Context: an optimization exercise on an open-source flow, tuned for small area, a short achievable clock period and few clock cycles per item. The choices shown serve that exercise and are no tape-out recipe. The RTL was checked by simulation tests, not by an equivalence proof against the original design. Power figures rest on the tool's default switching activity, not on a simulated workload.

==> flow/design.v (outline; a module is shown in full before it is edited, if it fits) <==
// module mac_tree: 7223 lines
// module fin_mul: 1028 lines
// module net_proc: 487 lines
module net_proc (
    input logic clk,
    input logic start,
    output logic done,
    output logic [3:0] max_idx_10,
    input logic ext_mem_rst,
    input logic ext_mem_we,
    input logic [7:0] ext_mem_wdata,
    output logic [12:0] inst_addr,
    input logic [237:0] inst_data,
    output logic res_valid,
    output logic [7:0] res_data
);
  // ...
==> flow/flow/run.sh <==
#!/bin/bash
set -euo pipefail
MARGIN=${MARGIN:-6.2}
W=$(pwd)
R=$W/orfs/results/$FLOW_PLATFORM/net_proc/base
bash standard.sh "$R/1_2_yosys.v" > "$W/synth.log" 2>&1
cp "$R/1_2_yosys.v" "$W/1_2_yosys.std.v"
python3 flow/fapol.py "$W/1_2_yosys.std.v" "$W/1_2_yosys.pol.v" > "$W/fapol.log" 2>&1
cp "$W/1_2_yosys.pol.v" "$R/1_2_yosys.v"
bash standard.sh SETUP_SLACK_MARGIN=$MARGIN finish > "$W/finish.log" 2>&1
==> flow/flow/fapol.py <==
#!/usr/bin/env python3
"""Re-choose the polarity of full-adder cells in a flat sky130 netlist to remove
inverters.  A full adder is self-dual: FA(~a,~b,~c) = (~sum, ~cout).  Inverters
next to full adders (the ones Yosys' extract_fa leaves) are removed, every full
adder is given a polarity (flipped or not) chosen greedily to need as few
inverters as possible, and the inverters that are still needed are re-inserted,
one per driver net and polarity.

usage: fapol.py IN.v OUT.v
"""
import re
import sys
from collections import defaultdict

src = open(sys.argv[1]).read()

# ---- parse the (single) module
m = re.search(r'^module\s+(\S+)\s*\((.*?)\);', src, re.S | re.M)
body_start = m.end()
body_end = src.rindex('endmodule')
head = src[:body_start]
body = src[body_start:body_end]
tail = src[body_end:]

cell_re = re.compile(r'^\s*(sky130_fd_sc_hd__\w+)\s+(\S+)\s*\((.*?)\);\s*$', re.S | re.M)
pin_re = re.compile(r'\.(\w+)\(\s*(.*?)\s*\)(?=\s*,|\s*$)', re.S)

OUTPINS = {'X', 'Y', 'Q', 'Q_N', 'SUM', 'COUT', 'HI', 'LO'}

cells = []      # dict(type, name, pins{pin: net}, span)
for cm in cell_re.finditer(body):
    typ, name, pinstr = cm.group(1), cm.group(2), cm.group(3)
    pins = {}
    for pm in pin_re.finditer(pinstr):
        pins[pm.group(1)] = pm.group(2).strip()
    cells.append({'type': typ, 'name': name, 'pins': pins, 'span': cm.span()})

# nets used outside cell instances (assign statements, ports): keep their polarity
rest = body
for c in reversed(cells):
    a, b = c['span']
    rest = rest[:a] + rest[b:]
frozen_text = "\n".join(l for l in rest.split("\n") if l.strip().startswith("assign")) + head
for l in rest.split("\n"):
    mm = re.match(r'\s*(input|output|inout)\b(.*);', l)
    if mm:
        frozen_text += "\n" + mm.group(2)


def is_fa(c):
    return re.match(r'sky130_fd_sc_hd__fa_\d', c['type']) is not None


def is_inv(c):
    return re.match(r'sky130_fd_sc_hd__inv_\d', c['type']) is not None


driver = {}
loads = defaultdict(list)   # net -> [(cell index, pin)]
for i, c in enumerate(cells):
    for p, n in c['pins'].items():
        if p in OUTPINS:
            driver[n] = (i, p)
        else:
            loads[n].append((i, p))


def net_in_text(n, text):
    return re.search(r'(?<![\w\\$.])' + re.escape(n) + r'(?![\w\[])', text) is not None


fa_ids = [i for i, c in enumerate(cells) if is_fa(c)]
fa_set = set(fa_ids)
# removable inverters: input driven by a full adder, or output feeding a full adder
rem_inv = set()
for i, c in enumerate(cells):
    if not is_inv(c):
        continue
    a, y = c['pins']['A'], c['pins']['Y']
    d = driver.get(a)
    if (d and d[0] in fa_set) or any(l[0] in fa_set for l in loads[y]):
        rem_inv.add(i)
# inverters whose output is used outside cells (ports, assigns) stay
for i in list(rem_inv):
    if net_in_text(cells[i]['pins']['Y'], frozen_text):
        rem_inv.discard(i)


def resolve(net):
    """Logical source of a net: (root net, inverted) through removable inverters."""
    inv = 0
    seen = 0
    while True:
        d = driver.get(net)
        if d and d[0] in rem_inv:
            net = cells[d[0]]['pins']['A']
            inv ^= 1
            seen += 1
            if seen > 20:
                raise SystemExit("inverter loop")
        else:
            return net, inv


# full adders whose outputs are used outside cells cannot flip
fixed = set()
for i in fa_ids:
    for p in ('SUM', 'COUT'):
        if net_in_text(cells[i]['pins'][p], frozen_text):
            fixed.add(i)

# consumers: every input pin of every non-removable cell
cons = []   # (cell, pin, root, inv)
for i, c in enumerate(cells):
    if i in rem_inv:
        continue
    for p, n in c['pins'].items():
        if p in OUTPINS:
            continue
        root, inv = resolve(n)
        cons.append((i, p, root, inv))

# per root net, who consumes it and how
by_root = defaultdict(list)
for k, (i, p, root, inv) in enumerate(cons):
    by_root[root].append(k)

phi = defaultdict(int)


def root_pol(root):
    d = driver.get(root)
    if d and d[0] in fa_set:
        return phi[d[0]]
    return 0


def need(k):
    """Physical polarity this consumer needs relative to the physical root net (1 = inverted)."""
    i, p, root, inv = cons[k]
    want = inv ^ (phi[i] if i in fa_set else 0)
    return want ^ root_pol(root)


def root_cost(root):
    ks = by_root[root]
    return 1 if any(need(k) for k in ks) else 0


# roots touched by flipping a given FA: its output roots and the roots of its inputs
fa_roots = {}
for i in fa_ids:
    rs = set()
    for p in ('SUM', 'COUT'):
        rs.add(cells[i]['pins'][p])
    for p in ('A', 'B', 'CIN'):
        rs.add(resolve(cells[i]['pins'][p])[0])
    fa_roots[i] = rs

before = sum(root_cost(r) for r in by_root)
improved = True
it = 0
while improved and it < 50:
    improved = False
    it += 1
    for i in fa_ids:
        if i in fixed:
            continue
        rs = fa_roots[i]
        c0 = sum(root_cost(r) for r in rs)
        phi[i] ^= 1
        c1 = sum(root_cost(r) for r in rs)
        if c1 < c0:
            improved = True
        else:
            phi[i] ^= 1
after = sum(root_cost(r) for r in by_root)
sys.stderr.write(f"fapol: {len(fa_ids)} full adders, {len(rem_inv)} removable inverters, "
                 f"inverted roots {before} -> {after}, flipped {sum(phi[i] for i in fa_ids)}\n")

# ---- rewrite
newpins = {i: dict(cells[i]['pins']) for i in range(len(cells))}
inv_of = {}
new_cells = []
cnt = [0]


def esc(n):
    return n + " " if n.startswith("\\") else n


def inverted(root):
    if root not in inv_of:
        cnt[0] += 1
        n = f"fapol_n{cnt[0]}"
        inv_of[root] = n
        new_cells.append(f"  sky130_fd_sc_hd__inv_1 fapol_i{cnt[0]} (\n    .A({esc(root)}),\n    .Y({n})\n  );\n")
    return inv_of[root]


for k, (i, p, root, inv) in enumerate(cons):
    newpins[i][p] = inverted(root) if need(k) else root

decls = "".join(f"  wire {n};\n" for n in sorted(inv_of.values(), key=lambda s: int(s[7:])))

out = []
pos = 0
for i, c in enumerate(cells):
    a, b = c['span']
    out.append(body[pos:a])
    pos = b
    if i in rem_inv:
        continue
    pins = newpins[i]
    ptxt = ",\n".join(f"    .{p}({esc(n)})" for p, n in pins.items())
    out.append(f"  {c['type']} {c['name']} (\n{ptxt}\n  );")
out.append(body[pos:])
newbody = decls + "".join(out) + "".join(new_cells)
open(sys.argv[2], "w").write(head + newbody + tail)
==> flow/standard.sh <==
#!/bin/bash
# synth_recipe.tcl (not shown) runs the flow's synth.tcl, then flattens the netlist and writes it again
# the make line also repeats each setting of config.mk as NAME=value (left out here)
make -C /OpenROAD-flow-scripts/flow DESIGN_CONFIG=/design/flow/config.mk WORK_HOME=/design/flow/orfs CLKGATE_MAP_FILE= SYNTH_SCRIPT=/design/flow/synth_recipe.tcl "${@:-finish}"
==> flow/config.mk <==
export PLATFORM = sky130hd
export DESIGN_NAME = net_proc
export DESIGN_NICKNAME = net_proc
export VERILOG_FILES = /design/flow/design.v
export SDC_FILE = /design/flow/constraint.sdc
export NUM_CORES = 8
export LEC_CHECK = 0
export CAP_MARGIN = 20
export CORE_MARGIN = 2
export CORE_UTILIZATION = 40
export CTS_CLUSTER_DIAMETER = 80
export CTS_CLUSTER_SIZE = 30
export SLEW_MARGIN = 20
==> flow/constraint.sdc <==
create_clock -name core_clock -period 10.0 [get_ports {clk}]
set_input_delay 2.0000 -clock core_clock [delete_from_list [all_inputs] [get_ports {clk}]]
set_output_delay 2.0000 -clock core_clock [all_outputs]
set_load 0.01 [all_outputs]
==> metrics.yaml, run 1 <==
placement:
  port-buffer-count: 269
  dp_cells: 33052
  place_area_sq_um: 324300
finish:
  final.clkbuf_count: 499
  n_all_inverters: 760
  multi_input_comb_cells: 12255
  syn2layout_area_growth_pct: 12.78
  layout_common_cells: "dfxtp_1, nand2_1, edfxtp_1"
  seq_cell_count: 9369
power:
  powerSeq_mw: 43.4
  p_sw_share_pct: 34.96
  power_leader: "sequential cells"
  pg_comb_mw: 32.4
  power.density_nw_per_um2: 275.1
  switching_power_mw: 33.39
floorplanning:
  ios: 277
  core_area_sq_um: 767900
  row_count: 322
detailed_routing:
  ant_nets: 0
  met3_length_microns: 61940
  top_layer: "met5"
sta:
  hold_viol: 0
  period_needed_ns: 4.193
  setup_viol: 0
  tns_ns: 0
  clock_skew_ns: 0.1135
  rsz0062_at_grt: "true"
cts:
  clk_pin_slew_ns: 0.11
  cts_root_buffer: "clkbuf_16"
yosys:
  ys_warn_count: 9
  synth_cells: 23971
min_path:
  min_path_type: "flip-flop to flip-flop"
grt:
  use_met3_pct: 3.564
  grt_use_met1_pct: 28.34
  use_met2_pct: 32.20
run_status:
  status: "timing/DRC/antenna clean"
worst_setup_path:
  r2r-end: "lx[113]"
  cp-endpoint: "lx[113]"
  cpPeakStageDelay_ns: 0.59
Testbench counts, summed over its fixed seeds: cycles 47,556, inferences 12.
==> module net_proc, before the edit <==
module net_proc (
    input logic clk,
    input logic start,
    output logic done,
    output logic [3:0] max_idx_10,
    input logic ext_mem_rst,
    input logic ext_mem_we,
    input logic [7:0] ext_mem_wdata,
    output logic [12:0] inst_addr,
    input logic [237:0] inst_data,
    output logic res_valid,
    output logic [7:0] res_data
);
    logic       we_q;
    logic [7:0] px_q;
    always_ff @(posedge clk) begin
        we_q <= ext_mem_we;
        px_q <= ext_mem_wdata;
    end
    logic [4:0] wp_j, wp_j_n;     
    logic [4:0] wp_ch, wp_ch_n;   
    logic       res1_wr;          
    logic [8:0] res1_hd;          
    logic       wp_clr;           
    logic       load_done;
    always_comb begin
        wp_j_n = wp_j;
        wp_ch_n = wp_ch;
        if (ext_mem_rst || wp_clr) begin
            wp_j_n = 0;
            wp_ch_n = 0;
        end else if (we_q || res1_wr) begin
            if (wp_j == 26) begin
                wp_j_n = 0;
                wp_ch_n = wp_ch + 1;
            end else begin
                wp_j_n = wp_j + 1;
            end
        end
    end
    always_ff @(posedge clk) begin
        wp_j <= wp_j_n;
        wp_ch <= wp_ch_n;
        if (ext_mem_rst) load_done <= 1'b0;
        else if (we_q && wp_ch == 29) load_done <= 1'b1;
    end
    logic [7:0] p783, p9;
    always_ff @(posedge clk) begin
        if (we_q && wp_ch == 29) p783 <= px_q;
        if (we_q && wp_ch == 0 && wp_j == 9) p9 <= px_q;
    end
    logic [4:0][26:0][8:0] hid;
    logic       hw_v;
    logic [2:0] hw_k;
    logic [8:0] hw_d;
    assign hw_v = we_q || res1_wr;
    assign hw_k = we_q ? {1'b0, wp_ch[1:0]} : wp_ch[2:0];
    assign hw_d = we_q ? {1'b0, px_q} : res1_hd;
    generate
        for (genvar k = 0; k < 5; k++) begin : g_hk
            for (genvar j = 0; j < 27; j++) begin : g_hj
                if (k < 4 || j < 20) begin : g_cell
                    always_ff @(posedge clk)
                        if (hw_v && hw_k == k && wp_j == j) hid[k][j] <= hw_d;
                end else begin : g_none
                    assign hid[k][j] = '0;
                end
            end
        end
    endgenerate
    logic [4:0] ph, ph_n1;      
    logic       inj_active, inj_last;
    logic [26:0] inj_q;         
    logic [28:0][26:0][7:0] ring;
    logic [5:0] dch_n;
    assign dch_n = {1'b0, wp_ch} - {1'b0, ph_n1};
    always_ff @(posedge clk) begin
        if (ext_mem_rst) begin
            ph <= 5'd0;
            ph_n1 <= 5'd1;
            inj_active <= 1'b1;
        end else begin
            ph <= ph_n1;
            ph_n1 <= (ph_n1 == 28) ? 5'd0 : ph_n1 + 5'd1;
            if (inj_last) inj_active <= 1'b0;
        end
        inj_last <= inj_active && ph_n1 == 28 && wp_ch == 29 && !ext_mem_rst;
        for (int j = 0; j < 27; j++)
            inj_q[j] <= inj_active && !ext_mem_rst &&
                        ((dch_n == 1) || (dch_n == 2) || (dch_n == 3) ||
                         (dch_n == 0 && j < wp_j) || (dch_n == 4 && j > wp_j));
    end
    logic [26:0][7:0] hidB;      
    always_comb begin
        for (int j = 0; j < 27; j++) begin
            case (ph[1:0])
                2'd0: hidB[j] = hid[0][j][7:0];
                2'd1: hidB[j] = hid[1][j][7:0];
                2'd2: hidB[j] = hid[2][j][7:0];
                default: hidB[j] = hid[3][j][7:0];
            endcase
        end
    end
    always_ff @(posedge clk) begin
        for (int s = 0; s < 28; s++) ring[s] <= ring[s+1];
        for (int j = 0; j < 27; j++)
            ring[28][j] <= inj_q[j] ? hidB[j] : ring[0][j];
    end
    logic m_g, m_l1, m_l1b, m_l2, m_l2b;
    logic [4:0]  gc;        
    logic [4:0]  pc;        
    logic        g_run;
    logic [4:0]  gph;       
    logic [4:0]  f_pos;     
    logic [6:0]  f_n;       
    logic [12:0] f_base;    
    logic [12:0] f_base30;  
    logic        start_seen;
    logic        h127_done, h127_dd;
    logic g_data_ok, g_start, g_end, stall2;
    always_comb begin
        if (gc <= 28) g_data_ok = wp_ch > gc;
        else if (gc == 29) g_data_ok = load_done;
        else g_data_ok = start_seen;
    end
    assign g_end = g_run && gph == 26;
    assign g_start = m_g && gc <= 30 && g_data_ok && (g_run ? g_end : (gc == 0 || gph == 26));
    assign stall2 = m_l2 && f_n == 0 && f_pos == 4 && !h127_dd;    
    assign wp_clr = g_start && gc == 30;
    logic to_l1, l1_end_n, l2_end_n, l2_adv;
    assign to_l1 = m_g && g_end && pc == 30;
    assign l1_end_n = f_pos == 29;           
    assign l2_end_n = f_pos == 4;
    assign l2_adv = m_l2 && !stall2;
    logic n_m_g, n_m_l1, n_m_l1b, n_m_l2, n_m_l2b;
    logic [4:0]  n_pos;
    logic [6:0]  n_n;
    logic [12:0] n_base;
    always_comb begin
        n_m_g = m_g && !to_l1;
        n_m_l1 = (m_l1 && !(l1_end_n && f_n == 127)) || to_l1;
        n_m_l1b = m_l1 && l1_end_n && f_n == 127;
        n_m_l2 = m_l1b || (m_l2 && !(l2_adv && l2_end_n && f_n == 9));
        n_m_l2b = l2_adv && l2_end_n && f_n == 9;
        n_pos = f_pos; n_n = f_n; n_base = f_base;
        if (to_l1) begin
            n_pos = 0; n_n = 7'd27; n_base = 13'd810;
        end
        if (m_l1) begin
            if (l1_end_n) begin
                n_pos = 0; n_n = f_n + 1; n_base = f_base30;
            end else n_pos = f_pos + 1;
        end
        if (m_l1b) begin
            n_pos = 0; n_n = 0; n_base = 13'd3841;
        end
        if (l2_adv) begin
            if (l2_end_n) begin
                n_pos = 0; n_n = f_n + 1; n_base = f_base + 13'd5;
            end else n_pos = f_pos + 1;
        end
        if (ext_mem_rst) begin
            n_m_g = 1'b1; n_m_l1 = 1'b0; n_m_l1b = 1'b0; n_m_l2 = 1'b0; n_m_l2b = 1'b0;
            n_pos = 0; n_n = 0; n_base = 0;
        end
    end
    logic [12:0] n_addr;
    logic g_mid;
    assign g_mid = g_run && !g_end;
    always_comb begin
        n_addr = 13'd0;
        if (m_g) begin
            if (to_l1) n_addr = 13'd810 + {8'd0, ph_n1};
            else if (g_mid) n_addr = inst_addr + 13'd30;
            else n_addr = {8'd0, gc};
        end else if (m_l1) begin
            if (f_pos == 28) n_addr = f_base + 13'd29;
            else if (l1_end_n) n_addr = (f_n == 127) ? 13'd3840 : f_base30 + {8'd0, ph_n1};
            else n_addr = f_base + {8'd0, ph_n1};
        end else if (m_l1b) n_addr = 13'd3841;
        else if (m_l2) begin
            if (stall2) n_addr = inst_addr;
            else if (l2_end_n) n_addr = (f_n == 9) ? 13'd3891 : f_base + 13'd5;
            else n_addr = inst_addr + 13'd1;
        end
        if (ext_mem_rst) n_addr = 13'd0;
    end
    always_ff @(posedge clk) begin
        m_g <= n_m_g; m_l1 <= n_m_l1; m_l1b <= n_m_l1b; m_l2 <= n_m_l2; m_l2b <= n_m_l2b;
        f_pos <= n_pos;
        f_n <= n_n;
        f_base <= n_base;
        f_base30 <= n_base + 13'd30;
        inst_addr <= n_addr;
        if (ext_mem_rst) begin
            gc <= 0;
            g_run <= 1'b0;
        end else if (g_start) begin
            gc <= gc + 1;
            pc <= gc;
            g_run <= 1'b1;
        end else if (g_end) g_run <= 1'b0;
        if (g_start && gc == 0) gph <= 0;
        else gph <= (gph == 26) ? 5'd0 : gph + 5'd1;
        if (ext_mem_rst) start_seen <= 1'b0;
        else if (start) start_seen <= 1'b1;
    end
    logic [26:0][7:0] w_in;
    logic [14:0] d_in;
    assign w_in = inst_data[235:20];
    assign d_in = inst_data[14:0];
    logic nx_hid, nx_p783;
    logic [2:0] nx_k;
    always_comb begin
        nx_hid = n_m_g || n_m_l2;
        nx_p783 = m_l1 && f_pos == 28;
        if (m_g) nx_k = {1'b0, (g_mid ? pc[1:0] : gc[1:0])};
        else nx_k = n_pos[2:0];
    end
    logic [26:0][8:0] lx;       
    always_ff @(posedge clk) begin
        for (int j = 0; j < 27; j++) begin
            if (j == 0 && nx_p783) lx[j] <= {1'b0, p783};
            else if (nx_hid) begin
                case (nx_k)
                    3'd0: lx[j] <= hid[0][j];
                    3'd1: lx[j] <= hid[1][j];
                    3'd2: lx[j] <= hid[2][j];
                    3'd3: lx[j] <= hid[3][j];
                    default: lx[j] <= hid[4][j];
                endcase
            end else lx[j] <= {1'b0, ring[1][j]};
        end
    end
    logic s1_v, s1_restart, s1_last, s1_grp, s1_l2, s1_gbias;
    always_comb begin
        s1_v = 1'b0; s1_restart = 1'b0; s1_last = 1'b0; s1_grp = 1'b0;
        s1_l2 = 1'b0; s1_gbias = 1'b0;
        if (m_g && g_run) begin
            s1_grp = 1'b1;
            if (pc == 30) s1_gbias = 1'b1;
            else begin
                s1_v = 1'b1;
                s1_restart = (pc == 0);
            end
        end
        if (m_l1) begin
            s1_v = 1'b1;
            s1_restart = (f_pos == 0);
            s1_last = l1_end_n;
        end
        if (l2_adv) begin
            s1_v = 1'b1;
            s1_l2 = 1'b1;
            s1_restart = (f_pos == 0);
            s1_last = l2_end_n;
        end
    end
    logic signed [7:0] oo1, oo2, amin;
    logic [14:0] mul1, mul2;
    logic [5:0]  sh1, sh2;
    always_ff @(posedge clk) begin
        if (m_g && g_run && gph == 0) begin    
            if (pc == 0) oo1 <= d_in[7:0];
            if (pc == 1) mul1 <= d_in;
            if (pc == 2) sh1 <= d_in[5:0];
            if (pc == 3) amin <= d_in[7:0];
        end
        if (l2_adv && f_n == 0) begin
            if (f_pos == 0) oo2 <= d_in[7:0];
            if (f_pos == 1) mul2 <= d_in;
            if (f_pos == 2) sh2 <= d_in[5:0];
        end
    end
    logic [7:0] bias_q;
    logic bias_v, bias_l1last, bias_l2;
    logic sum_v, fin_norm;
    assign fin_norm = sum_v && bias_v;
    always_ff @(posedge clk) begin
        if (ext_mem_rst) bias_v <= 1'b0;
        else if ((m_l1 && f_pos != 29 && ph == 0 && f_n >= 28) || m_l1b ||
                 (l2_adv && f_pos == 0 && f_n != 0) || m_l2b) begin
            bias_q <= d_in[7:0];
            bias_v <= 1'b1;
            bias_l1last <= m_l1b;
            bias_l2 <= m_l2 || m_l2b;
        end else if (fin_norm) bias_v <= 1'b0;
    end
    logic [23:0] accin_s, accin_c, t_s, t_c;
    mac_tree i_tree (
        .clk(clk), .x(lx), .w(w_in), .acc_s(accin_s), .acc_c(accin_c), .sum_s(t_s), .sum_c(t_c)
    );
    logic [4:2] p_v, p_restart, p_last, p_grp, p_l2, p_gbias;    
    logic s1q_v, s1q_restart, s1q_last, s1q_grp, s1q_l2, s1q_gbias;
    logic [7:0] gb1, gb2, gb3;
    always_ff @(posedge clk) begin
        s1q_v <= s1_v && !ext_mem_rst;
        s1q_restart <= s1_restart;
        s1q_last <= s1_last;
        s1q_grp <= s1_grp;
        s1q_l2 <= s1_l2;
        s1q_gbias <= s1_gbias && !ext_mem_rst;
        gb1 <= d_in[7:0];
        p_v[2] <= s1q_v && !ext_mem_rst;
        p_restart[2] <= s1q_restart;
        p_last[2] <= s1q_last;
        p_grp[2] <= s1q_grp;
        p_l2[2] <= s1q_l2;
        p_gbias[2] <= s1q_gbias && !ext_mem_rst;
        gb2 <= gb1;
        for (int i = 3; i <= 4; i++) begin
            p_v[i] <= p_v[i-1] && !ext_mem_rst;
            p_restart[i] <= p_restart[i-1];
            p_last[i] <= p_last[i-1];
            p_grp[i] <= p_grp[i-1];
            p_l2[i] <= p_l2[i-1];
            p_gbias[i] <= p_gbias[i-1] && !ext_mem_rst;
        end
        gb3 <= gb2;
    end
    logic [23:0] acc_s, acc_c;
    logic [25:0][23:0] aring;
    logic [23:0] aring_x;       
    assign accin_s = p_restart[3] ? 24'd0 : (p_grp[3] ? aring[0] : acc_s);
    assign accin_c = (p_restart[3] || p_grp[3]) ? 24'd0 : acc_c;
    logic [23:0] accsum;
    assign accsum = acc_s + acc_c;
    logic [23:0] sum_q;
    logic sum_l2;
    always_ff @(posedge clk) begin
        if (p_v[3]) begin
            acc_s <= t_s;
            acc_c <= t_c;
        end
        for (int i = 0; i < 25; i++) aring[i] <= aring[i+1];
        aring_x <= aring[0];
        aring[25] <= (p_v[4] && p_grp[4]) ? accsum : aring_x;
        if (ext_mem_rst) sum_v <= 1'b0;
        else if (p_v[4] && p_last[4]) begin
            sum_q <= accsum;
            sum_v <= 1'b1;
            sum_l2 <= p_l2[4];
        end else if (fin_norm) sum_v <= 1'b0;
    end
    logic fin_v, fin_l2, fin_last;
    logic signed [24:0] fin_pre;
    logic [7:0] fin_bo, fin_bt, fin_bn;
    logic nx_l2;
    logic [15:0] nx_m;
    assign nx_l2 = p_gbias[3] ? 1'b0 : sum_l2;
    assign nx_m = {1'b0, nx_l2 ? mul2 : mul1};
    always_ff @(posedge clk) begin
        fin_v <= (p_gbias[3] || fin_norm) && !ext_mem_rst;
        fin_l2 <= nx_l2;
        fin_last <= p_gbias[3] ? 1'b0 : bias_l1last;
        fin_pre <= p_gbias[3] ? ($signed(aring[0]) + $signed(gb3)) : ($signed(sum_q) + $signed(bias_q));
        for (int g = 0; g < 8; g++) begin
            fin_bo[g] <= nx_m[2*g] ^ ((g > 0) ? nx_m[2*g-1] : 1'b0);
            fin_bt[g] <= (nx_m[2*g] == ((g > 0) ? nx_m[2*g-1] : 1'b0)) && (nx_m[2*g+1] != nx_m[2*g]);
            fin_bn[g] <= nx_m[2*g+1];
        end
    end
    logic [39:0] pm_s, pm_c;
    fin_mul i_fmul (.a(fin_pre), .bo(fin_bo), .bt(fin_bt), .bn(fin_bn), .sum_s(pm_s), .sum_c(pm_c));
    logic f1_v, f1_l2, f1_last;
    logic [39:0] f1_s, f1_c;
    always_ff @(posedge clk) begin
        f1_v <= fin_v && !ext_mem_rst;
        f1_l2 <= fin_l2;
        f1_last <= fin_last;
        f1_s <= pm_s;
        f1_c <= pm_c;
    end
    logic [5:0] f1_sh;
    logic signed [7:0] f1_oo, f1_ooe;
    assign f1_sh = f1_l2 ? sh2 : sh1;
    assign f1_oo = f1_l2 ? oo2 : oo1;
    assign f1_ooe = (f1_sh == 6'd38) ? {f1_oo[6], f1_oo[6:0]} : f1_oo;
    logic [39:0] f1_q;
    assign f1_q = f1_s + f1_c;
    logic signed [39:0] f1_qc;
    assign f1_qc = $signed(f1_q) >>> {f1_sh[5:3], 3'b000};
    logic f1_ovf;
    always_comb begin
        f1_ovf = 1'b0;
        for (int j = 10; j < 39; j++)
            if (j >= 32'(f1_sh) + 10 && f1_q[j] != f1_q[39]) f1_ovf = 1'b1;
    end
    logic f2_v, f2_l2, f2_last, f2_ovf, f2_neg;
    logic [17:0] f2_qc;
    logic [2:0] f2_shl;
    logic signed [7:0] f2_ooe;
    logic signed [10:0] f2_thi, f2_tlo;
    always_ff @(posedge clk) begin
        f2_v <= f1_v && !ext_mem_rst;
        f2_l2 <= f1_l2;
        f2_last <= f1_last;
        f2_qc <= f1_qc[17:0];
        f2_ovf <= f1_ovf;
        f2_neg <= f1_q[39];
        f2_shl <= f1_sh[2:0];
        f2_ooe <= f1_ooe;
        f2_thi <= 11'sd2 * (11'sd127 - 11'(f1_ooe)) + 11'sd1;
        f2_tlo <= 11'sd2 * (11'(amin) - 11'(f1_ooe)) - 11'sd2;
    end
    logic signed [10:0] f2_s11;
    assign f2_s11 = 11'(f2_qc >> f2_shl);
    logic signed [10:0] f2_r;
    logic [7:0] f2_val;
    assign f2_r = (f2_s11 + 11'sd1) >>> 1;
    assign f2_val = f2_r[7:0] + f2_ooe;
    logic signed [7:0] f2_act;
    always_comb begin
        if (f2_ovf) f2_act = f2_neg ? amin : 8'sd127;
        else if (f2_s11 >= f2_thi) f2_act = 8'sd127;
        else if (f2_s11 <= f2_tlo) f2_act = amin;
        else f2_act = f2_val;
    end
    logic f4_v, f4_l2, f4_last;
    logic signed [7:0] f4_act;
    always_ff @(posedge clk) begin
        f4_v <= f2_v && !ext_mem_rst;
        f4_l2 <= f2_l2;
        f4_last <= f2_last;
        f4_act <= f2_act;
    end
    assign res1_wr = f4_v && !f4_l2;
    assign res1_hd = 9'($signed(f4_act)) - 9'($signed(oo1));
    always_ff @(posedge clk) begin
        if (ext_mem_rst) h127_done <= 1'b0;
        else if (res1_wr && f4_last) h127_done <= 1'b1;
        h127_dd <= h127_done && !ext_mem_rst;
    end
    logic [3:0] r2_idx;
    logic r9_out;
    always_ff @(posedge clk) begin
        res_valid <= f2_v && !ext_mem_rst;
        res_data <= f2_act;
        if (start || ext_mem_rst) r2_idx <= 0;
        else if (f4_v && f4_l2) r2_idx <= r2_idx + 1;
        r9_out <= f4_v && f4_l2 && r2_idx == 9 && !ext_mem_rst;
        if (start) done <= 1'b0;
        else if (r9_out) done <= 1'b1;
    end
    logic signed [7:0] v9;
    assign v9 = {~p9[7], p9[6:0]};
    logic signed [7:0] t_pv, t_lv, t_rv, t_wv;
    logic [3:0] t_pi, t_li, t_ri, t_wi;
    logic t_wv_ok;      
    logic [3:0] t_wj;   
    logic t_fin;
    always_ff @(posedge clk) begin
        t_wv_ok <= 1'b0;
        t_fin <= 1'b0;
        if (f4_v && f4_l2) begin
            case (r2_idx)
                0, 2, 4, 6: begin t_pv <= f4_act; t_pi <= r2_idx; end
                1, 3, 5, 7: begin
                    t_wv_ok <= 1'b1;
                    t_wj <= r2_idx;
                    if (t_pv >= f4_act) begin t_wv <= t_pv; t_wi <= t_pi; end
                    else begin t_wv <= f4_act; t_wi <= r2_idx; end
                end
                8: begin
                    t_wv_ok <= 1'b1;
                    t_wj <= r2_idx;
                    if (f4_act >= v9) begin t_wv <= f4_act; t_wi <= 4'd8; end
                    else begin t_wv <= v9; t_wi <= 4'd9; end
                end
                default: ;
            endcase
        end
        if (t_wv_ok) begin
            case (t_wj)
                1: begin t_lv <= t_wv; t_li <= t_wi; end
                3, 7: if (!(t_lv >= t_wv)) begin t_lv <= t_wv; t_li <= t_wi; end
                5: begin t_rv <= t_wv; t_ri <= t_wi; end
                8: begin
                    if (!(t_rv >= t_wv)) begin t_rv <= t_wv; t_ri <= t_wi; end
                    t_fin <= 1'b1;
                end
                default: ;
            endcase
        end
        if (t_fin) max_idx_10 <= (t_lv >= t_rv) ? t_li : t_ri;
    end
endmodule
==> run 2: changes to the inputs <==
--- a/flow/design.v
+++ b/flow/design.v
@@ -8346,2 +8346,6 @@
     end
+    logic [26:0] wp_oh;
+    always_ff @(posedge clk) begin
+        for (int j = 0; j < 27; j++) wp_oh[j] <= (wp_j_n == j);
+    end
     logic [7:0] p783, p9;
@@ -8363,3 +8367,3 @@
                     always_ff @(posedge clk)
-                        if (hw_v && hw_k == k && wp_j == j) hid[k][j] <= hw_d;
+                        if (hw_v && hw_k == k && wp_oh[j]) hid[k][j] <= hw_d;
                 end else begin : g_none
@@ -8514,6 +8518,8 @@
     always_comb begin
-        nx_hid = n_m_g || n_m_l2;
+        nx_hid = (m_g && !(g_end && pc == 30)) || m_l1b || m_l2;
         nx_p783 = m_l1 && f_pos == 28;
         if (m_g) nx_k = {1'b0, (g_mid ? pc[1:0] : gc[1:0])};
-        else nx_k = n_pos[2:0];
+        else if (m_l2 && f_pos != 4) nx_k = f_pos[2:0] + 3'd1;
+        else if (m_l2 && stall2) nx_k = 3'd4;
+        else nx_k = 3'd0;
     end
@@ -8784,3 +8790,4 @@
         end
-        if (t_fin) max_idx_10 <= (t_lv >= t_rv) ? t_li : t_ri;
+        if (start) max_idx_10 <= 4'd0;
+        else if (t_fin) max_idx_10 <= (t_lv >= t_rv) ? t_li : t_ri;
     end
--- a/flow/flow/run.sh
+++ b/flow/flow/run.sh
@@ -2,3 +2,4 @@
 set -euo pipefail
-MARGIN=${MARGIN:-6.2}
+MARGIN=${MARGIN:-6.3}
+CTS="-sink_clustering_enable -repair_clock_nets -sink_clustering_size 20 -sink_clustering_max_diameter 60 -sink_clustering_buffer sky130_fd_sc_hd__clkbuf_8 -dont_use_dummy_load"
 W=$(pwd)
@@ -9,2 +10,2 @@
 cp "$W/1_2_yosys.pol.v" "$R/1_2_yosys.v"
-bash standard.sh SETUP_SLACK_MARGIN=$MARGIN finish > "$W/finish.log" 2>&1
+bash standard.sh "SETUP_SLACK_MARGIN=$MARGIN" "CTS_ARGS=$CTS" finish > "$W/finish.log" 2>&1
--- a/flow/config.mk
+++ b/flow/config.mk
@@ -10,4 +10,3 @@
 export CORE_UTILIZATION = 40
-export CTS_CLUSTER_DIAMETER = 80
-export CTS_CLUSTER_SIZE = 30
 export SLEW_MARGIN = 20
+export SYNTH_MEMORY_MAX_BITS = 16384
==> run 2 against run 1 <==
Still clean on timing, DRC and antenna. Total power grew 6.7%. Clock power decreased by 14%. Setup slack improved by 0.40 ns. Sequential share of layout area grew 1.0 points. Core utilization fell by 0.99 points. Wire length decreased by 3.2%. Critical path type is now input pin to flip-flop.
==> metrics.yaml, run 2 <==
run_status:
  status: "timing/DRC/antenna clean"  # unchanged
worst_setup_path:
  crit_path_start_kind: "input pin"  # was flip-flop
  r2r_setup_slack_ns: 6.33  # was 5.81 ns
  end_kind: "flip-flop"  # unchanged
  cpMaxStageDelayCell: "fa_2"  # was or4_4
  required_ns: 10.99  # was 10.92 ns
  path_delay_family: "adder cells"  # was buffers and inverters
  rr_startpoint: "f_pos[0]"  # was f_n[4]
  cp_max_fo: 16  # was 37
  crit_top_cell: "fa_2"  # was buf_12
  r2r-end: "lx[186]"  # was lx[113]
  crit_buf_inv: 3  # was 6
  cp.arrival_ns: 4.78  # was 5.12 ns
  cpPeakStageDelay_ns: 0.80  # was 0.59 ns
  worstSetupPathType: "input pin to flip-flop"  # was flip-flop to flip-flop
  path_cells: "buf_2, buf_12, or2_2, a21oi_1, nor3_1, fa_2, inv_1, fa_2, fa_2"  # was or4_4, buf_12, nor3_4, buf_4, nor3b_2, buf_6, a211oi_4, nor2_4, a21o_4, buf_12, buf_12, clkbuf_16, a222oi_1, nand2_1, o21ai_1, a21oi_1
  reg2reg_depth: 12  # was 16
floorplanning:
  core_area_sq_um: 773100  # was 767900 sq um
  ios: 277  # unchanged
  die_h_microns: 884.6  # was 881.2 microns
  initial_utilization_pct: 40.12  # was 40.08%
  dieArea_sq_um: 782600  # was 776500 sq um
  fp.dieW_microns: 884.6  # was 881.2 microns
  row_count: 323  # was 322
sta:
  setup_viol: 0  # unchanged
  worstMarginPinSlew_ns: 1.140  # was 1.156 ns
  period_needed_ns: 3.791  # was 4.193 ns
  finalCritPeriodShare_pct: 37.91  # was 41.93%
  fin_hold_ws_ns: 0.2452  # was 0.2679 ns
  tns_ns: 0  # unchanged
  max_freq_ghz: 0.2638  # was 0.2385 GHz
  hold_viol: 0  # unchanged
  slew_headroom_pct: 23.69  # was 22.63%
  drv_slew: 0  # unchanged
  clock_skew_ns: 0.1481  # was 0.1135 ns
  rsz0062_at_grt: "true"  # unchanged
grt:
  grt_overflow_total: 0  # unchanged
  grt_start_max_net_pins: 99  # was 95
  use_met2_pct: 31.30  # was 32.20%
  antenna_found_initial: 197  # was 213
  use_met3_pct: 3.337  # was 3.564%
  grt_busiest_layer: "met2"  # unchanged
  grt_use_met1_pct: 27.06  # was 28.34%
  grt_pass1_wl_microns: 1174000  # was 1194000 microns
  grt_pass1_vias: 167997  # was 166100
  grt_usage_pct: 20.24  # was 20.98%
finish:
  regArea_sq_um: 202000  # was 201500 sq um
  drive_above_1_share_pct: 14.60  # was 16.33%
  largest_reg_flops: 6264  # unchanged
  top_register: "ring"  # unchanged
  multi_input_area_sq_um: 105900  # was 105700 sq um
  final_common_cell: "dfxtp_1"  # unchanged
  layout_common_cells: "dfxtp_1, nand2_1, edfxtp_1"  # unchanged
  reg_top3: "ring: 6264 flops, hid: 1152 flops, aring: 624 flops"  # unchanged
  fin_nets: 25923  # was 25419
  fillers: 69693  # was 68506
  syn2layout_area_growth_pct: 10.20  # was 12.78%
yosys:
  synth_nets: 26252  # was 25773
  netlist_area_sq_um: 310200  # was 307800 sq um
  ys_warn_count: 9  # unchanged
  synth_cells: 24450  # was 23971
  synth.avg_cell_area_sq_um: 12.69  # was 12.84 sq um
cts:
  clk_path_buf_depth: 4  # unchanged
  cts_buffers: 613  # was 395
  clk_latency_ns: 1.14  # was 1.15 ns
  cts_sinks: 9396  # was 9369
  ctsHtreeMaxLevel: 6  # was 5
  cts_root_buffer: "clkbuf_16"  # unchanged
  clk_pin_slew_ns: 0.11  # about the same
  tritoncts: "yes"  # unchanged
min_path:
  min_path_type: "flip-flop to flip-flop"  # unchanged
  hold_end: "ring[4998]"  # was ring[4003]
  hp-start: "ring[5214]"  # was ring[4219]
  hold_depth: 0  # unchanged
detailed_routing:
  routedWlPerCell_microns: 23.90  # was 24.93 microns
  ant_nets: 0  # unchanged
  first_iter_violations: 16271  # was 18717
  drcViolationCount: 0  # unchanged
  drt-total-wl_microns: 825300  # was 852900 microns
  drt-vias-per-instance: 5.156  # was 5.204
  firstDrtPassIters: 12  # was 8
  vias: 178054  # was 178013
placement:
  dpl.hpwl_microns: 571200  # was 584700 microns
  port-buffer-count: 269  # unchanged
  gp_congestion: 0.9806  # was 0.9815
power:
  p_leak_nw: 126.8  # was 129.3 nW
  power.density_nw_per_um2: 298.2  # was 275.1 nW/um^2
  ir_drop_mv: 0.5892  # was 0.7257 mV
run:
  max-cap-violations: 0  # unchanged
==> run 2: report_power, final <==
group	internal [mW]	switching, mW	leakage (nW)
clock network	6.15	10.7	4.76
registers	41.3	4.06	77.4
logic	16.5	23.3	44.7
==> run 2: final cells by class <==
| cell class | count | area share, % |
|---|---|---|
| timing repair buffer | 665 | 2.517 |
| antenna | 175 | 0.1281 |
| multi-input combinational | 12689 | 30.98 |
| inverter | 756 | 0.8532 |
| clock buffer | 613 | 2.695 |
| tap | 10237 | 3.747 |
| sequential | 9396 | 59.08 |
==> run 2: worst reg2reg max path: cells and delay by family, from the launching register on <==
kind            cells  cell delay, ns
simple gates        3            0.59
compound gates      4            1.22
fa+ha+maj           1            0.29
buf+inv             4            0.99
flops               1            0.37
==> run 2: what timing repair did <==
| item | CTS | global route |
|---|---|---|
| pin swaps | 110 | 122 |
| cloned | 60 | 20 |
| setup endpoints to repair | 884 | 410 |
| hold buffers | 0 | 0 |
| buffers inserted | 75 | 55 |
| gates resized for setup | 1598 | 494 |
==> run 2: how the worst max path moves through the flow <==
stage,startpoint,endpoint,depth (start not counted)
floorplan,oo1[1],hid[1002],7
global placement,inst_data[24],i_tree.r2958,10
detailed placement,inst_data[56],i_tree.r2959,8
CTS,gc[1],wp_oh[16],14
global route,ph_n1[1],inj_q[14],13
finish,inst_data[152],i_tree.r3065,9
==> run 2: metal layers <==
layer | up-vias | routed length (microns)
li1 | 82583 | -
met1 | 88078 | 346700
met2 | 5907 | 372300
met3 | 1448 | 55020
met4 | 38 | 51020
met5 | - | 282
==> run 2: metrics by stage <==
stage | power [mW] | setup slack (ns) | instances | utilization [%] | cell area [sq um]
floorplan | 66.50 | 4.877 | 24450 | - | 319200
finish | 101.9 | 6.209 | 34531 | 44.22 | 341800
global placement | 84.00 | 4.013 | 33532 | 42.07 | 325200
CTS | 102.0 | 6.205 | 34281 | 43.87 | 339200
global route | 107.2 | 6.224 | 34486 | 44.20 | 341700
detailed placement | 84.52 | 4.066 | 33533 | 42.07 | 325200
Testbench counts of run 2, summed over its fixed seeds: cycles 47,556, inferences 12.
==> run 3: changes to the inputs <==
--- a/flow/design.v
+++ b/flow/design.v
@@ -8323,3 +8323,2 @@
     logic [8:0] res1_hd;          
-    logic       wp_clr;           
     logic       load_done;
@@ -8328,6 +8327,6 @@
         wp_ch_n = wp_ch;
-        if (ext_mem_rst || wp_clr) begin
+        if (ext_mem_rst) begin
             wp_j_n = 0;
             wp_ch_n = 0;
-        end else if (we_q || res1_wr) begin
+        end else if (we_q) begin
             if (wp_j == 26) begin
@@ -8346,5 +8345,13 @@
     end
-    logic [26:0] wp_oh;
+    logic [26:0] wp_oh, rs_oh;
+    logic [2:0] rs_ch;
     always_ff @(posedge clk) begin
         for (int j = 0; j < 27; j++) wp_oh[j] <= (wp_j_n == j);
+        if (ext_mem_rst) begin
+            rs_oh <= 27'd1;
+            rs_ch <= 3'd0;
+        end else if (res1_wr) begin
+            rs_oh <= {rs_oh[25:0], rs_oh[26]};
+            if (rs_oh[26]) rs_ch <= rs_ch + 3'd1;
+        end
     end
@@ -8359,4 +8366,6 @@
     logic [8:0] hw_d;
+    logic [26:0] hw_oh;
     assign hw_v = we_q || res1_wr;
-    assign hw_k = we_q ? {1'b0, wp_ch[1:0]} : wp_ch[2:0];
+    assign hw_k = we_q ? {1'b0, wp_ch[1:0]} : rs_ch;
+    assign hw_oh = we_q ? wp_oh : rs_oh;
     assign hw_d = we_q ? {1'b0, px_q} : res1_hd;
@@ -8367,3 +8376,3 @@
                     always_ff @(posedge clk)
-                        if (hw_v && hw_k == k && wp_oh[j]) hid[k][j] <= hw_d;
+                        if (hw_v && hw_k == k && hw_oh[j]) hid[k][j] <= hw_d;
                 end else begin : g_none
@@ -8432,3 +8441,2 @@
     assign stall2 = m_l2 && f_n == 0 && f_pos == 4 && !h127_dd;    
-    assign wp_clr = g_start && gc == 30;
     logic to_l1, l1_end_n, l2_end_n, l2_adv;
@@ -8515,11 +8523,22 @@
     assign d_in = inst_data[14:0];
-    logic nx_hid, nx_p783;
-    logic [2:0] nx_k;
-    always_comb begin
-        nx_hid = (m_g && !(g_end && pc == 30)) || m_l1b || m_l2;
-        nx_p783 = m_l1 && f_pos == 28;
-        if (m_g) nx_k = {1'b0, (g_mid ? pc[1:0] : gc[1:0])};
-        else if (m_l2 && f_pos != 4) nx_k = f_pos[2:0] + 3'd1;
-        else if (m_l2 && stall2) nx_k = 3'd4;
-        else nx_k = 3'd0;
+    logic n_g_run, n_gmid;
+    logic [4:0] n_pc, n_gc, n_gph;
+    assign n_g_run = ext_mem_rst ? 1'b0 : (g_start ? 1'b1 : (g_end ? 1'b0 : g_run));
+    assign n_pc = g_start ? gc : pc;
+    assign n_gc = ext_mem_rst ? 5'd0 : (g_start ? gc + 5'd1 : gc);
+    assign n_gph = (g_start && gc == 0) ? 5'd0 : ((gph == 26) ? 5'd0 : gph + 5'd1);
+    assign n_gmid = n_g_run && n_gph != 26;
+    logic n_stall2;    
+    assign n_stall2 = n_m_l2 && n_n == 0 && n_pos == 4 && !h127_done;
+    logic sel_hid, sel_p783;
+    logic [4:0] sel_oh;
+    always_ff @(posedge clk) begin
+        sel_hid <= (n_m_g && !(n_g_run && n_gph == 26 && n_pc == 30)) || n_m_l1b || n_m_l2;
+        sel_p783 <= n_m_l1 && n_pos == 28;
+        for (int k = 0; k < 5; k++) begin
+            if (n_m_g) sel_oh[k] <= (k < 4) && ((n_gmid ? n_pc[1:0] : n_gc[1:0]) == k);
+            else if (n_m_l2 && n_pos != 4) sel_oh[k] <= (n_pos[2:0] + 3'd1 == k);
+            else if (n_m_l2 && n_stall2) sel_oh[k] <= (k == 4);
+            else sel_oh[k] <= (k == 0);
+        end
     end
@@ -8528,12 +8547,8 @@
         for (int j = 0; j < 27; j++) begin
-            if (j == 0 && nx_p783) lx[j] <= {1'b0, p783};
-            else if (nx_hid) begin
-                case (nx_k)
-                    3'd0: lx[j] <= hid[0][j];
-                    3'd1: lx[j] <= hid[1][j];
-                    3'd2: lx[j] <= hid[2][j];
-                    3'd3: lx[j] <= hid[3][j];
-                    default: lx[j] <= hid[4][j];
-                endcase
-            end else lx[j] <= {1'b0, ring[1][j]};
+            if (j == 0 && sel_p783) lx[j] <= {1'b0, p783};
+            else if (sel_hid)
+                lx[j] <= ({9{sel_oh[0]}} & hid[0][j]) | ({9{sel_oh[1]}} & hid[1][j]) |
+                         ({9{sel_oh[2]}} & hid[2][j]) | ({9{sel_oh[3]}} & hid[3][j]) |
+                         ({9{sel_oh[4]}} & hid[4][j]);
+            else lx[j] <= {1'b0, ring[1][j]};
         end
@@ -8679,9 +8694,17 @@
     end
+    logic fq_v, fq_l2, fq_last;
+    logic [39:0] fq_q;
+    always_ff @(posedge clk) begin
+        fq_v <= f1_v && !ext_mem_rst;
+        fq_l2 <= f1_l2;
+        fq_last <= f1_last;
+        fq_q <= f1_s + f1_c;
+    end
     logic [5:0] f1_sh;
     logic signed [7:0] f1_oo, f1_ooe;
-    assign f1_sh = f1_l2 ? sh2 : sh1;
-    assign f1_oo = f1_l2 ? oo2 : oo1;
+    assign f1_sh = fq_l2 ? sh2 : sh1;
+    assign f1_oo = fq_l2 ? oo2 : oo1;
     assign f1_ooe = (f1_sh == 6'd38) ? {f1_oo[6], f1_oo[6:0]} : f1_oo;
     logic [39:0] f1_q;
-    assign f1_q = f1_s + f1_c;
+    assign f1_q = fq_q;
     logic signed [39:0] f1_qc;
@@ -8700,5 +8723,5 @@
     always_ff @(posedge clk) begin
-        f2_v <= f1_v && !ext_mem_rst;
-        f2_l2 <= f1_l2;
-        f2_last <= f1_last;
+        f2_v <= fq_v && !ext_mem_rst;
+        f2_l2 <= fq_l2;
+        f2_last <= fq_last;
         f2_qc <= f1_qc[17:0];
--- a/flow/flow/run.sh
+++ b/flow/flow/run.sh
@@ -4,2 +4,6 @@
 CTS="-sink_clustering_enable -repair_clock_nets -sink_clustering_size 20 -sink_clustering_max_diameter 60 -sink_clustering_buffer sky130_fd_sc_hd__clkbuf_8 -dont_use_dummy_load"
+DONT=$(awk '/^export DONT_USE_CELLS \+=/ {on=1; sub(/^export DONT_USE_CELLS \+=/, "")}
+           on {c = ($0 ~ /\\$/); sub(/\\$/, ""); printf "%s ", $0; if (!c) on=0}' \
+       "$FLOW_HOME/platforms/$FLOW_PLATFORM/config.mk" | tr -s ' ')
+DONT="$DONT sky130_fd_sc_hd__clkinvlp_2 sky130_fd_sc_hd__clkinvlp_4"
 W=$(pwd)
@@ -10,2 +14,3 @@
 cp "$W/1_2_yosys.pol.v" "$R/1_2_yosys.v"
-bash standard.sh "SETUP_SLACK_MARGIN=$MARGIN" "CTS_ARGS=$CTS" finish > "$W/finish.log" 2>&1
+echo "DONT_USE_CELLS=$DONT" > "$W/dont_use.log"
+bash standard.sh "SETUP_SLACK_MARGIN=$MARGIN" "CTS_ARGS=$CTS" "DONT_USE_CELLS=$DONT" finish > "$W/finish.log" 2>&1
==> run 3 against run 2 <==
Cell area fell by 0.69%. Worst hold slack got worse by 0.052 ns. Core utilization fell by 0.054 points. Combinational power fell by about 30%. Critical path depth rose by 1. Largest cell class unchanged.
==> metrics.yaml, run 3 <==
power:
  p_int_mw: 59.25  # was 63.87 mW
  p_sw_share_pct: 33.35  # was 37.34%
  power.density_nw_per_um2: 261.8  # was 298.2 nW/um^2
  clockPowerShare_pct: 19.1  # was 16.5%
  ir_drop_mv: 0.5800  # was 0.5892 mV
  p_leak_nw: 125.5  # was 126.8 nW
  comb_power_share_pct: 31.4  # was 39.0%
  seqPwrFrac_pct: 49.5  # was 44.5%
  power_mw: 88.89  # was 101.9 mW
  switching_power_mw: 29.64  # was 38.05 mW
placement:
  dp_cells: 32866  # was 33533
  port-buffer-count: 269  # unchanged
  gp_congestion: 0.9382  # was 0.9806
  dpl.hpwl_microns: 569900  # was 571200 microns
detailed_routing:
  firstDrtPassIters: 8  # was 12
  drt-vias-per-instance: 5.165  # was 5.156
  ant_nets: 0  # unchanged
  drcViolationCount: 0  # unchanged
  vias: 174907  # was 178054
  first_iter_violations: 16837  # was 16271
  drt-total-wl_microns: 809500  # was 825300 microns
  routedWlPerCell_microns: 23.90  # about the same
cts:
  ctsHtreeMaxLevel: 6  # unchanged
  clk_pin_slew_ns: 0.10  # was 0.11 ns
  ctsHoldBuffers: 0  # unchanged
  cts_root_buffer: "clkbuf_16"  # unchanged
  clk_path_buf_depth: 4  # unchanged
  cts_buffers: 622  # was 613
  tritoncts: "yes"  # unchanged
  clk_latency_ns: 1.11  # was 1.14 ns
  cts_sinks: 9476  # was 9396
worst_setup_path:
  cp-startpoint: "inst_data[183]"  # was inst_data[152]
  rr_startpoint: "wp_ch[0]"  # was f_pos[0]
  cpMaxStageDelayCell: "fa_2"  # unchanged
  cp_max_fo: 7  # was 16
  required_ns: 10.91  # was 10.99 ns
  cpPeakStageDelay_ns: 0.73  # was 0.80 ns
  cp.arrival_ns: 4.71  # was 4.78 ns
  path_cells: "buf_8, buf_12, xor2_2, and2_4, a22oi_2, o21ai_2, fa_2, inv_2, fa_2, fa_2"  # was buf_2, buf_12, or2_2, a21oi_1, nor3_1, fa_2, inv_1, fa_2, fa_2
  crit_path_start_kind: "input pin"  # unchanged
  worstSetupPathType: "input pin to flip-flop"  # unchanged
  crit_top_cell: "fa_2"  # unchanged
  end_kind: "flip-flop"  # unchanged
yosys:
  ys_warn_count: 9  # unchanged
  synth_nets: 25569  # was 26252
  synth_cells: 23767  # was 24450
  synth.avg_cell_area_sq_um: 12.98  # was 12.69 sq um
  netlist_area_sq_um: 308400  # was 310200 sq um
run_status:
  status: "timing/DRC/antenna clean"  # unchanged
finish:
  syn2layout_area_growth_pct: 10.07  # was 10.20%
  fin_nets: 25271  # was 25923
  regArea_sq_um: 203600  # was 202000 sq um
  fillers: 68950  # was 69693
  layout_common_cells: "dfxtp_1, nand2_1, edfxtp_1"  # unchanged
  drive_above_1_share_pct: 14.82  # was 14.60%
  top_register: "ring"  # unchanged
  post-route-util_pct: 44.16  # was 44.22%
  stdcell_count: 33865  # was 34531
  multi_input_area_sq_um: 102500  # was 105900 sq um
  final_common_cell: "dfxtp_1"  # unchanged
  largest_reg_flops: 6264  # unchanged
  reg_top3: "ring: 6264 flops, hid: 1152 flops, aring: 624 flops"  # unchanged
floorplanning:
  row_count: 322  # was 323
  initial_utilization_pct: 40.12  # about the same
  fp.dieW_microns: 882.1  # was 884.6 microns
  ios: 277  # unchanged
  die_h_microns: 882.1  # was 884.6 microns
  core_area_sq_um: 768700  # was 773100 sq um
  dieArea_sq_um: 778100  # was 782600 sq um
sta:
  clock_skew_ns: 0.1289  # was 0.1481 ns
  slew_headroom_pct: 24.59  # was 23.69%
  worstMarginPinSlew_ns: 1.130  # was 1.140 ns
  fin_hold_ws_ns: 0.1935  # was 0.2452 ns
  finalCritPeriodShare_pct: 38.02  # was 37.91%
  tns_ns: 0  # unchanged
  setup_viol: 0  # unchanged
  drv_slew: 0  # unchanged
  period_needed_ns: 3.802  # was 3.791 ns
  max_freq_ghz: 0.2630  # was 0.2638 GHz
  rsz0062_at_grt: "true"  # unchanged
  hold_viol: 0  # unchanged
grt:
  grt_pass1_wl_microns: 1152000  # was 1174000 microns
  grt_pass1_vias: 164996  # was 167997
  grt_start_max_net_pins: 129  # was 99
  grt_overflow_total: 0  # unchanged
  antenna_found_initial: 192  # was 197
  grt_usage_pct: 20.04  # was 20.24%
min_path:
  min_path_type: "flip-flop to flip-flop"  # unchanged
  hp-start: "ring[5664]"  # was ring[5214]
run:
  max-cap-violations: 0  # unchanged
==> run 3: layer usage <==
layer	track usage, %	routed length [microns]
met3	3.749	58960
met1	27.28	346400
met4	9.496	42870
met2	31.01	361000
met5	0	339
==> run 3: final cells by class <==
type	instances	area share, %
clock buffers	622	2.751
diodes	192	0.1415
multi-input cells	11972	30.19
flip-flops and latches	9476	59.97
well taps	10206	3.761
repair buffers	618	2.314
inverters	779	0.8716
==> run 3: final timing paths <==
path / to / slack, ns / depth (start not counted)
worst max-delay path: i_tree.r3045 / 6.20 / 10
worst min-delay path: ring[5448] / 0.19 / 0
worst min register to register: ring[5448] / 0.19 / 0
worst max register to register: inj_q[22] / 6.20 / 12
==> run 3: what timing repair did <==
action	CTS	global route
hold endpoints to repair	0	0
gates cloned	56	13
buffers inserted	73	43
pin swaps	92	154
setup endpoints to repair	1633	722
gates resized for setup	1488	461
==> run 3: power by group through the flow <==
stage / clock (mW) / combinational [mW] / sequential [mW]
6_report: 17.0 / 27.9 / 44.0
5_1_grt: 19.0 / 30.1 / 44.1
4_1_cts: 17.7 / 27.6 / 44.0
3_5_place_dp: 0 / 27.2 / 44.8
3_3_place_gp: 0 / 26.9 / 44.8
2_1_floorplan: 0 / 16.6 / 42.6
==> run 3: through the flow <==
| step | worst slack, ns | area [sq um] |
|---|---|---|
| 6_report | 6.198 | 339500 |
| 5_1_grt | 6.144 | 339400 |
| 4_1_cts | 6.216 | 337100 |
| 3_5_place_dp | 4.062 | 323600 |
| 3_3_place_gp | 4.085 | 323600 |
| 2_1_floorplan | 5.503 | 317500 |
==> run 3: critical path: cells and delay by family <==
kind,cells,cell delay (ns)
fa+ha+maj,3,1.80
xor+xnor,1,0.18
compound gates,2,0.26
buf+inv,3,0.29
simple gates,1,0.17
Testbench counts of run 3, summed over its fixed seeds: cycles 47,580, inferences 12.

[port drivers added, routing unchanged]
The results above use ideal ports. As a check the final layouts listed here were re-extracted and re-timed, cells and wires unchanged.
Step 1, drivers: a clkbuf_16 drives clk and a buf_2 each remaining input, both assumed.
Step 2 times the ports against the registers' clock, not the clock port: input delays grow and output delays shrink by t, the midpoint of the rising clock arrivals with the driver on.
a / b / c = no drivers / after step 1 / after step 2; a / b = the first two.
| run | shift t [ns] | setup WS [ns] | hold slack, ns | worst setup path at the end | pins driven straight from the clock port |
|---|---|---|---|---|---|
| run 1 | 1.226 | 5.807 / 5.807 / 4.739 | 0.268 / 0.268 / 0.268 | input to register | 1 |
| run 2 | 1.228 | 6.209 / 6.004 / 4.775 | 0.245 / 0.245 / 0.245 | input to register | 1 |
| run 3 | 1.210 | 6.198 / 6.128 / 4.919 | 0.193 / 0.193 / 0.193 | input to register | 1 |
After both steps setup and hold are still met in every run listed. The setup slack of run 2, which loses most, moves by -0.205 ns with the drivers and by -1.434 ns with both steps.
